This is an optimization exercise on Yosys and OpenROAD, whose aim is small area, not a production implementation.
The RTL was checked by simulation tests, not by an equivalence proof against the original design.
Power figures rest on the tool's default switching activity, not on a simulated workload.

## framer
module framer
    #(parameter PREAMBLE_BITS = 64,
    parameter HEADER_BITS   = 960,
    parameter PAYLOAD_BITS  = 8416,
    parameter CRC_BITS      = 32,
    parameter PL_RATE = 2,
    parameter DATA_WIDTH = 8)
(
    input  wire                      clk,
    input  wire                      rst_n,
    input  wire                      start_frame,
    input  wire [1:0]                frame_type,
    input  wire [15:0]               txfn,
    input  wire                      payload_valid,
    input  wire [DATA_WIDTH-1:0]     payload_data,
    input  wire [15:0]               payload_len,
    output reg                       busy,
    output reg                       frame_done,
    output wire                      frame_valid,
    output reg  [DATA_WIDTH-1:0]     frame_data
);
==> module framer, before the edit <==
module framer
    #(parameter PREAMBLE_BITS = 64,
    parameter HEADER_BITS   = 960,
    parameter PAYLOAD_BITS  = 8416,
    parameter CRC_BITS      = 32,
    parameter PL_RATE = 2,
    parameter DATA_WIDTH = 8)
(
    input  wire                      clk,
    input  wire                      rst_n,
    input  wire                      start_frame,
    input  wire [1:0]                frame_type,
    input  wire [15:0]               txfn,
    input  wire                      payload_valid,
    input  wire [DATA_WIDTH-1:0]     payload_data,
    input  wire [15:0]               payload_len,
    output reg                       busy,
    output reg                       frame_done,
    output wire                      frame_valid,
    output reg  [DATA_WIDTH-1:0]     frame_data
);
    localparam [63:0] PREAMBLE_VALUE = 64'h53225b1d0d73df03;
    localparam [10:0] P_PRE  = 11'd1920;
    localparam [10:0] P_IDLE = 11'd1489;
    reg  [10:0] p;
    reg  [10:0] plen_lo;    
    reg         plen_big;   
    reg  [1:0]  ftype;
    reg  [14:0] prbs;
    reg  [31:0] crc;
    assign frame_valid = busy;
    wire hi_end  = p[10] & ~p[9] & p[8] & p[7] & p[6] & ~p[5] & p[4];  
    wire idle    = hi_end & p[0];
    wire done    = hi_end & ~p[0];
    wire ph      = p[10] & p[9];                                      
    wire low32   = p[10] & ~p[9] & ~p[8] & ~p[7] & ~p[6] & ~p[5];     
    wire crc_sec = low32 & p[4] & p[3] & p[2];                        
    wire pay     = ~p[10] | (low32 & ~(p[4] & p[3] & p[2]));          
    wire pre     = ph & (p[6:3] == 4'b0000);
    wire hdr_end = ph & (&p[8:0]);                                    
    always @(posedge clk or negedge rst_n) begin
        if (!rst_n)
            p <= P_IDLE;
        else if (idle)
            p <= start_frame ? P_PRE : P_IDLE;
        else
            p <= p + 11'd1;
    end
    always @(posedge clk) begin
        if (start_frame) begin
            plen_lo  <= payload_len[10:0];
            plen_big <= |payload_len[15:11];
            ftype    <= frame_type;
        end
    end
    always @(posedge clk) begin
        if (start_frame)
            prbs <= {1'b1, txfn[13:0]};
        else
            prbs <= {prbs[13:0], prbs[14] ^ prbs[13]};
    end
    function [31:0] crc32_byte;
        input [31:0] c;
        input [7:0]  d;
        integer i;
        begin
            for (i = 0; i < 8; i = i + 1) begin
                if (c[0] ^ d[i])
                    c = {1'b0, c[31:1]} ^ 32'hEDB88320;
                else
                    c = {1'b0, c[31:1]};
            end
            crc32_byte = c;
        end
    endfunction
    wire load_fields = start_frame & (idle | (ph & ~hdr_end));
    wire set_ones    = (start_frame & ~load_fields) | hdr_end;
    always @(posedge clk) begin
        if (load_fields)
            crc <= {txfn[7:0], txfn[15:8], payload_len[15:8], payload_len[7:0]};
        else if (set_ones)
            crc <= 32'hFFFFFFFF;
        else if (pay && payload_valid)
            crc <= crc32_byte(crc, payload_data);
    end
    wire [7:0] lane = crc[31 - 8*p[1:0] -: 8];    
    reg [7:0] nd;
    always @(*) begin
        nd = 8'd0;
        if (pre)
            nd = PREAMBLE_VALUE[63 - 8*p[2:0] -: 8];
        else if (ph) begin
            case (p[6:0])
                7'd8, 7'd9, 7'd22, 7'd23: nd = lane;
                7'd14: nd = {ftype[1], 4'b0010, 3'b000};
                7'd15: nd = {7'd0, ftype[0]};
                default: nd = 8'd0;
            endcase
        end
        else if (pay)
            nd = (payload_valid && (plen_big || p < plen_lo)) ? payload_data : prbs[13:6];
        else if (crc_sec)
            nd = lane;
    end
    always @(posedge clk or negedge rst_n) begin
        if (!rst_n) begin
            busy       <= 1'b0;
            frame_done <= 1'b0;
            frame_data <= 8'd0;
        end else begin
            busy       <= ~hi_end;
            frame_done <= done;
            frame_data <= nd;
        end
    end
endmodule
==> flow/config.mk <==
export PLATFORM = sky130hd
export DESIGN_NAME = framer
export DESIGN_NICKNAME = framer
export VERILOG_FILES = /design/flow/design.v
export SDC_FILE = /design/flow/constraint.sdc
export NUM_CORES = 4
export LEC_CHECK = 0
export CAP_MARGIN = 0
export CORE_MARGIN = 2
export CORE_UTILIZATION = 40
export GPL_TIMING_DRIVEN = 0
export SLEW_MARGIN = 0
==> flow/constraint.sdc <==
create_clock -name core_clock -period 4.0 [get_ports {clk}]
set_input_delay 0.8000 -clock core_clock [delete_from_list [all_inputs] [get_ports {clk}]]
set_output_delay 0.8000 -clock core_clock [all_outputs]
set_load 0.01 [all_outputs]
standard.sh (not shown) runs the stock make flow with config.mk's settings and CLKGATE_MAP_FILE= SYNTH_SCRIPT=/design/flow/synth_recipe.tcl, a recipe that flattens the netlist after the stock synthesis.
==> flow/flow/run.sh <==
#!/bin/bash
# Standard ORFS layout, with three changes:
#  - after the standard synthesis, the combinational logic is re-mapped for
#    area by ABC (flip-flops untouched: same instances, names and cells);
#  - port buffers use buf_1;
#  - the clock tree uses clkbuf_8 and no dummy loads.
set -euo pipefail
W=$(pwd)
R=$W/orfs/results/$FLOW_PLATFORM/framer/base
LIB=$FLOW_HOME/platforms/sky130hd/lib/sky130_fd_sc_hd__tt_025C_1v80.lib
YOSYS=$FLOW_HOME/../tools/install/yosys/bin/yosys
export BUFFER_PORTS_ARGS="-buffer_cell sky130_fd_sc_hd__buf_1"
export CTS_ARGS="-sink_clustering_enable -sink_clustering_size 100 -sink_clustering_max_diameter 500 -sink_buffer_max_cap_derate 1.0 -repair_clock_nets -dont_use_dummy_load -buf_list sky130_fd_sc_hd__clkbuf_8"

bash standard.sh synth > synth.log 2>&1
cp $R/1_2_yosys.v $W/std_netlist.v
sed -e "s#@LIB@#$LIB#g" -e "s#@IN@#$W/std_netlist.v#" -e "s#@TOP@#$FLOW_TOP#" \
    -e "s#@ABC@#$W/flow/area.abc#" -e "s#@OUT@#$W/resynth_netlist.v#" \
    flow/resynth.ys > resynth_run.ys
$YOSYS -l resynth.log -q resynth_run.ys > /dev/null 2>&1
cp $W/resynth_netlist.v $R/1_2_yosys.v
touch $R/1_2_yosys.v
bash standard.sh > layout.log 2>&1
==> flow/flow/area.abc <==
strash
&get -n
&deepsyn -T 200
&put
dch -f
amap
topo
==> flow/flow/resynth.ys <==
# Re-map the combinational logic of the standard synthesis netlist for area.
# Flip-flops (and tie cells) stay as they are: same instances, names and cells.
read_liberty -ignore_miss_func @LIB@
blackbox sky130_fd_sc_hd__df* sky130_fd_sc_hd__edf* sky130_fd_sc_hd__sdf* sky130_fd_sc_hd__sedf* sky130_fd_sc_hd__dl* sky130_fd_sc_hd__conb_1
read_verilog @IN@
hierarchy -top @TOP@
flatten
opt -purge
read_liberty -lib -overwrite @LIB@
abc -liberty @LIB@ -script @ABC@ -dont_use sky130_fd_sc_hd__lpflow_* -dont_use sky130_fd_sc_hd__probe*
opt_clean -purge
hilomap -singleton -hicell sky130_fd_sc_hd__conb_1 HI -locell sky130_fd_sc_hd__conb_1 LO
insbuf -buf sky130_fd_sc_hd__buf_1 A X
splitnets
opt_clean -purge
stat -liberty @LIB@
check -assert -mapped
write_verilog -noattr -nohex -nodec @OUT@
The baseline passed the timing, DRC and antenna checks.
Next try:
--- a/flow/design.v
+++ b/flow/design.v
@@ -76,14 +76,11 @@
     endfunction
     wire load_fields = start_frame & (idle | (ph & ~hdr_end));
     wire set_ones    = (start_frame & ~load_fields) | hdr_end;
-    always @(posedge clk) begin
-        if (load_fields)
-            crc <= {txfn[7:0], txfn[15:8], payload_len[15:8], payload_len[7:0]};
-        else if (set_ones)
-            crc <= 32'hFFFFFFFF;
-        else if (pay && payload_valid)
-            crc <= crc32_byte(crc, payload_data);
-    end
+    wire        crc_upd = pay & payload_valid;
+    wire [31:0] crc_f   = crc32_byte(crc, payload_data);
+    wire [31:0] crc_fld = {txfn[7:0], txfn[15:8], payload_len[15:8], payload_len[7:0]};
+    always @(posedge clk)
+        crc <= load_fields ? crc_fld : (set_ones ? 32'hFFFFFFFF : (crc ^ ({32{crc_upd}} & (crc_f ^ crc))));
     wire [7:0] lane = crc[31 - 8*p[1:0] -: 8];    
     reg [7:0] nd;
     always @(*) begin
Outcome: Sequential power shrinks by about 7%. Flip-flop and latch count stays the same. Setup slack is better by 0.085 ns. Design area decreases by 2.3%. Critical path depth climbs by 3. Power goes down by 4.0%. Fmax increases by 2.3%. Register-to-register slack gets better by 0.06 ns. Via count increases by 5.5%.

* * *

== P ==
The RTL this note starts from:
==> flow/design.v <==
`timescale 1ns / 1ps
module framer
    #(parameter PREAMBLE_BITS = 64,
    parameter HEADER_BITS   = 960,
    parameter PAYLOAD_BITS  = 8416,
    parameter CRC_BITS      = 32,
    parameter PL_RATE = 2,
    parameter DATA_WIDTH = 8)
(
    input  wire                      clk,
    input  wire                      rst_n,
    input  wire                      start_frame,
    input  wire [1:0]                frame_type,
    input  wire [15:0]               txfn,
    input  wire                      payload_valid,
    input  wire [DATA_WIDTH-1:0]     payload_data,
    input  wire [15:0]               payload_len,
    output reg                       busy,
    output reg                       frame_done,
    output wire                      frame_valid,
    output reg  [DATA_WIDTH-1:0]     frame_data
);
    localparam [63:0] PREAMBLE_VALUE = 64'h53225b1d0d73df03;
    localparam [10:0] P_PRE  = 11'd1920;
    localparam [10:0] P_IDLE = 11'd1489;
    reg  [10:0] p;
    reg  [15:0] plen;
    reg  [15:0] txfn_r;
    reg  [1:0]  ftype;
    reg  [14:0] prbs;
    reg  [31:0] crc;
    assign frame_valid = busy;
    wire hi_end  = p[10] & ~p[9] & p[8] & p[7] & p[6] & ~p[5] & p[4];  
    wire idle    = hi_end & p[0];
    wire done    = hi_end & ~p[0];
    wire ph      = p[10] & p[9];                                      
    wire low32   = p[10] & ~p[9] & ~p[8] & ~p[7] & ~p[6] & ~p[5];     
    wire crc_sec = low32 & p[4] & p[3] & p[2];                        
    wire pay     = ~p[10] | (low32 & ~(p[4] & p[3] & p[2]));          
    wire pre     = ph & (p[6:3] == 4'b0000);
    always @(posedge clk or negedge rst_n) begin
        if (!rst_n)
            p <= P_IDLE;
        else if (idle)
            p <= start_frame ? P_PRE : P_IDLE;
        else
            p <= p + 11'd1;
    end
    always @(posedge clk) begin
        if (start_frame) begin
            plen   <= payload_len;
            txfn_r <= txfn;
            ftype  <= frame_type;
        end
    end
    always @(posedge clk) begin
        if (start_frame)
            prbs <= {1'b1, txfn[13:0]};
        else
            prbs <= {prbs[13:0], prbs[14] ^ prbs[13]};
    end
    function [31:0] crc32_byte;
        input [31:0] c;
        input [7:0]  d;
        integer i;
        begin
            for (i = 0; i < 8; i = i + 1) begin
                if (c[0] ^ d[i])
                    c = {1'b0, c[31:1]} ^ 32'hEDB88320;
                else
                    c = {1'b0, c[31:1]};
            end
            crc32_byte = c;
        end
    endfunction
    always @(posedge clk) begin
        if (start_frame)
            crc <= 32'hFFFFFFFF;
        else if (pay && payload_valid)
            crc <= crc32_byte(crc, payload_data);
    end
    reg [7:0] nd;
    always @(*) begin
        nd = 8'd0;
        if (pre)
            nd = PREAMBLE_VALUE[63 - 8*p[2:0] -: 8];
        else if (ph) begin
            case (p[6:0])
                7'd8:  nd = txfn_r[7:0];
                7'd9:  nd = txfn_r[15:8];
                7'd14: nd = {ftype[1], 4'b0010, 3'b000};
                7'd15: nd = {7'd0, ftype[0]};
                7'd22: nd = plen[15:8];
                7'd23: nd = plen[7:0];
                default: nd = 8'd0;
            endcase
        end
        else if (pay)
            nd = (payload_valid && ({5'd0, p} < plen)) ? payload_data : prbs[13:6];
        else if (crc_sec)
            nd = crc[31 - 8*p[1:0] -: 8];
    end
    always @(posedge clk or negedge rst_n) begin
        if (!rst_n) begin
            busy       <= 1'b0;
            frame_done <= 1'b0;
            frame_data <= 8'd0;
        end else begin
            busy       <= ~hi_end;
            frame_done <= done;
            frame_data <= nd;
        end
    end
endmodule
Settings: LEC_CHECK=0, CAP_MARGIN=20, CORE_MARGIN=2, CORE_UTILIZATION=40, SLEW_MARGIN=20; clock period 4.0 ns.
==> flow/flow/run.sh <==
#!/bin/bash
# Standard ORFS layout, with three changes:
#  - after the standard synthesis, the combinational logic is re-mapped for
#    area by ABC (flip-flops untouched: same instances, names and cells);
#  - port buffers use buf_1;
#  - the clock tree uses clkbuf_8 and no dummy loads.
set -euo pipefail
W=$(pwd)
R=$W/orfs/results/$FLOW_PLATFORM/framer/base
LIB=$FLOW_HOME/platforms/sky130hd/lib/sky130_fd_sc_hd__tt_025C_1v80.lib
YOSYS=$FLOW_HOME/../tools/install/yosys/bin/yosys
export BUFFER_PORTS_ARGS="-buffer_cell sky130_fd_sc_hd__buf_1"
export CTS_ARGS="-sink_clustering_enable -repair_clock_nets -dont_use_dummy_load -buf_list sky130_fd_sc_hd__clkbuf_8"

bash standard.sh synth > synth.log 2>&1
cp $R/1_2_yosys.v $W/std_netlist.v
sed -e "s#@LIB@#$LIB#g" -e "s#@IN@#$W/std_netlist.v#" -e "s#@TOP@#$FLOW_TOP#" \
    -e "s#@ABC@#$W/flow/area.abc#" -e "s#@OUT@#$W/resynth_netlist.v#" \
    flow/resynth.ys > resynth_run.ys
$YOSYS -l resynth.log -q resynth_run.ys > /dev/null 2>&1
cp $W/resynth_netlist.v $R/1_2_yosys.v
touch $R/1_2_yosys.v
bash standard.sh > layout.log 2>&1
==> flow/flow/area.abc <==
strash
dch -f
map -a
mfs2
strash
dch -f
amap
topo
Scripts as last shown in full above: flow/flow/resynth.ys
P finished all stages; the layout is clean.
### P -> Q
--- a/flow/design.v
+++ b/flow/design.v
@@ -21,39 +21,40 @@
     output reg  [DATA_WIDTH-1:0]     frame_data
 );
     localparam [63:0] PREAMBLE_VALUE = 64'h53225b1d0d73df03;
     localparam [10:0] P_PRE  = 11'd1920;
     localparam [10:0] P_IDLE = 11'd1489;
     reg  [10:0] p;
-    reg  [15:0] plen;
-    reg  [15:0] txfn_r;
+    reg  [10:0] plen_lo;    
+    reg         plen_big;   
     reg  [1:0]  ftype;
     reg  [14:0] prbs;
     reg  [31:0] crc;
     assign frame_valid = busy;
     wire hi_end  = p[10] & ~p[9] & p[8] & p[7] & p[6] & ~p[5] & p[4];  
     wire idle    = hi_end & p[0];
     wire done    = hi_end & ~p[0];
     wire ph      = p[10] & p[9];                                      
     wire low32   = p[10] & ~p[9] & ~p[8] & ~p[7] & ~p[6] & ~p[5];     
     wire crc_sec = low32 & p[4] & p[3] & p[2];                        
     wire pay     = ~p[10] | (low32 & ~(p[4] & p[3] & p[2]));          
     wire pre     = ph & (p[6:3] == 4'b0000);
+    wire hdr_end = ph & (&p[8:0]);                                    
     always @(posedge clk or negedge rst_n) begin
         if (!rst_n)
             p <= P_IDLE;
         else if (idle)
             p <= start_frame ? P_PRE : P_IDLE;
         else
             p <= p + 11'd1;
     end
     always @(posedge clk) begin
         if (start_frame) begin
-            plen   <= payload_len;
-            txfn_r <= txfn;
-            ftype  <= frame_type;
+            plen_lo  <= payload_len[10:0];
+            plen_big <= |payload_len[15:11];
+            ftype    <= frame_type;
         end
     end
     always @(posedge clk) begin
         if (start_frame)
             prbs <= {1'b1, txfn[13:0]};
         else
@@ -70,38 +71,40 @@
                 else
                     c = {1'b0, c[31:1]};
             end
             crc32_byte = c;
         end
     endfunction
+    wire load_fields = start_frame & (idle | (ph & ~hdr_end));
+    wire set_ones    = (start_frame & ~load_fields) | hdr_end;
     always @(posedge clk) begin
-        if (start_frame)
+        if (load_fields)
+            crc <= {txfn[7:0], txfn[15:8], payload_len[15:8], payload_len[7:0]};
+        else if (set_ones)
             crc <= 32'hFFFFFFFF;
         else if (pay && payload_valid)
             crc <= crc32_byte(crc, payload_data);
     end
+    wire [7:0] lane = crc[31 - 8*p[1:0] -: 8];    
     reg [7:0] nd;
     always @(*) begin
         nd = 8'd0;
         if (pre)
             nd = PREAMBLE_VALUE[63 - 8*p[2:0] -: 8];
         else if (ph) begin
             case (p[6:0])
-                7'd8:  nd = txfn_r[7:0];
-                7'd9:  nd = txfn_r[15:8];
+                7'd8, 7'd9, 7'd22, 7'd23: nd = lane;
                 7'd14: nd = {ftype[1], 4'b0010, 3'b000};
                 7'd15: nd = {7'd0, ftype[0]};
-                7'd22: nd = plen[15:8];
-                7'd23: nd = plen[7:0];
                 default: nd = 8'd0;
             endcase
         end
         else if (pay)
-            nd = (payload_valid && ({5'd0, p} < plen)) ? payload_data : prbs[13:6];
+            nd = (payload_valid && (plen_big || p < plen_lo)) ? payload_data : prbs[13:6];
         else if (crc_sec)
-            nd = crc[31 - 8*p[1:0] -: 8];
+            nd = lane;
     end
     always @(posedge clk or negedge rst_n) begin
         if (!rst_n) begin
             busy       <= 1'b0;
             frame_done <= 1'b0;
             frame_data <= 8'd0;
### Flow results
Q completed end to end with timing, DRC and antenna clean.
Compared with P, Q shows shortest clock period the worst path allows after layout higher by 0.067 ns.
Q vs P — amount of wire on met2 after detailed routing dropped 13%.
[compare] base=P new=Q: initial standard-cell utilization of the core saw a decrease; final standard cell area without fillers lower; global-route track usage on met1 has increased; die area decreased about 11%.
Q consumes less power than P does.
Setup slack: lower on Q
The hold slack of Q is higher than that of P.
Compared to P, Q has post-route clock period utilization 1.7 points higher.
Clock power in Q is 9.2% below P.
Sum of routed wire length over all layers, P and Q: higher on P

[what the ideal ports hide]
Ports are ideal in the flow. The routed layouts listed here were re-timed in OpenROAD.
Step 1 assumes that a clkbuf_16 drives the clock port and a buf_2 every other input.
Step 2, shift: input delay + t, output delay - t, t = (earliest + latest rising clock arrival at the registers) / 2. This alone moves slack from input paths to output paths.
Three values: ideal, step 1, step 2; two values: the first two.
run	t (ns)	slack for setup (ns)	worst setup path at the end
the first run of note 1	0.378	0.236 / 0.247 / -0.131	input to register
the second run of note 1	0.379	0.320 / 0.320 / 0.073	input to register
P	0.406	0.548 / 0.560 / 0.154	input to register
Q	0.391	0.481 / 0.481 / 0.481	register to register
Met with ideal ports but missed after step 2: setup timing in the first run of note 1. The setup slack of P, which loses most, moves by +0.012 ns with the drivers and by -0.394 ns with both steps.
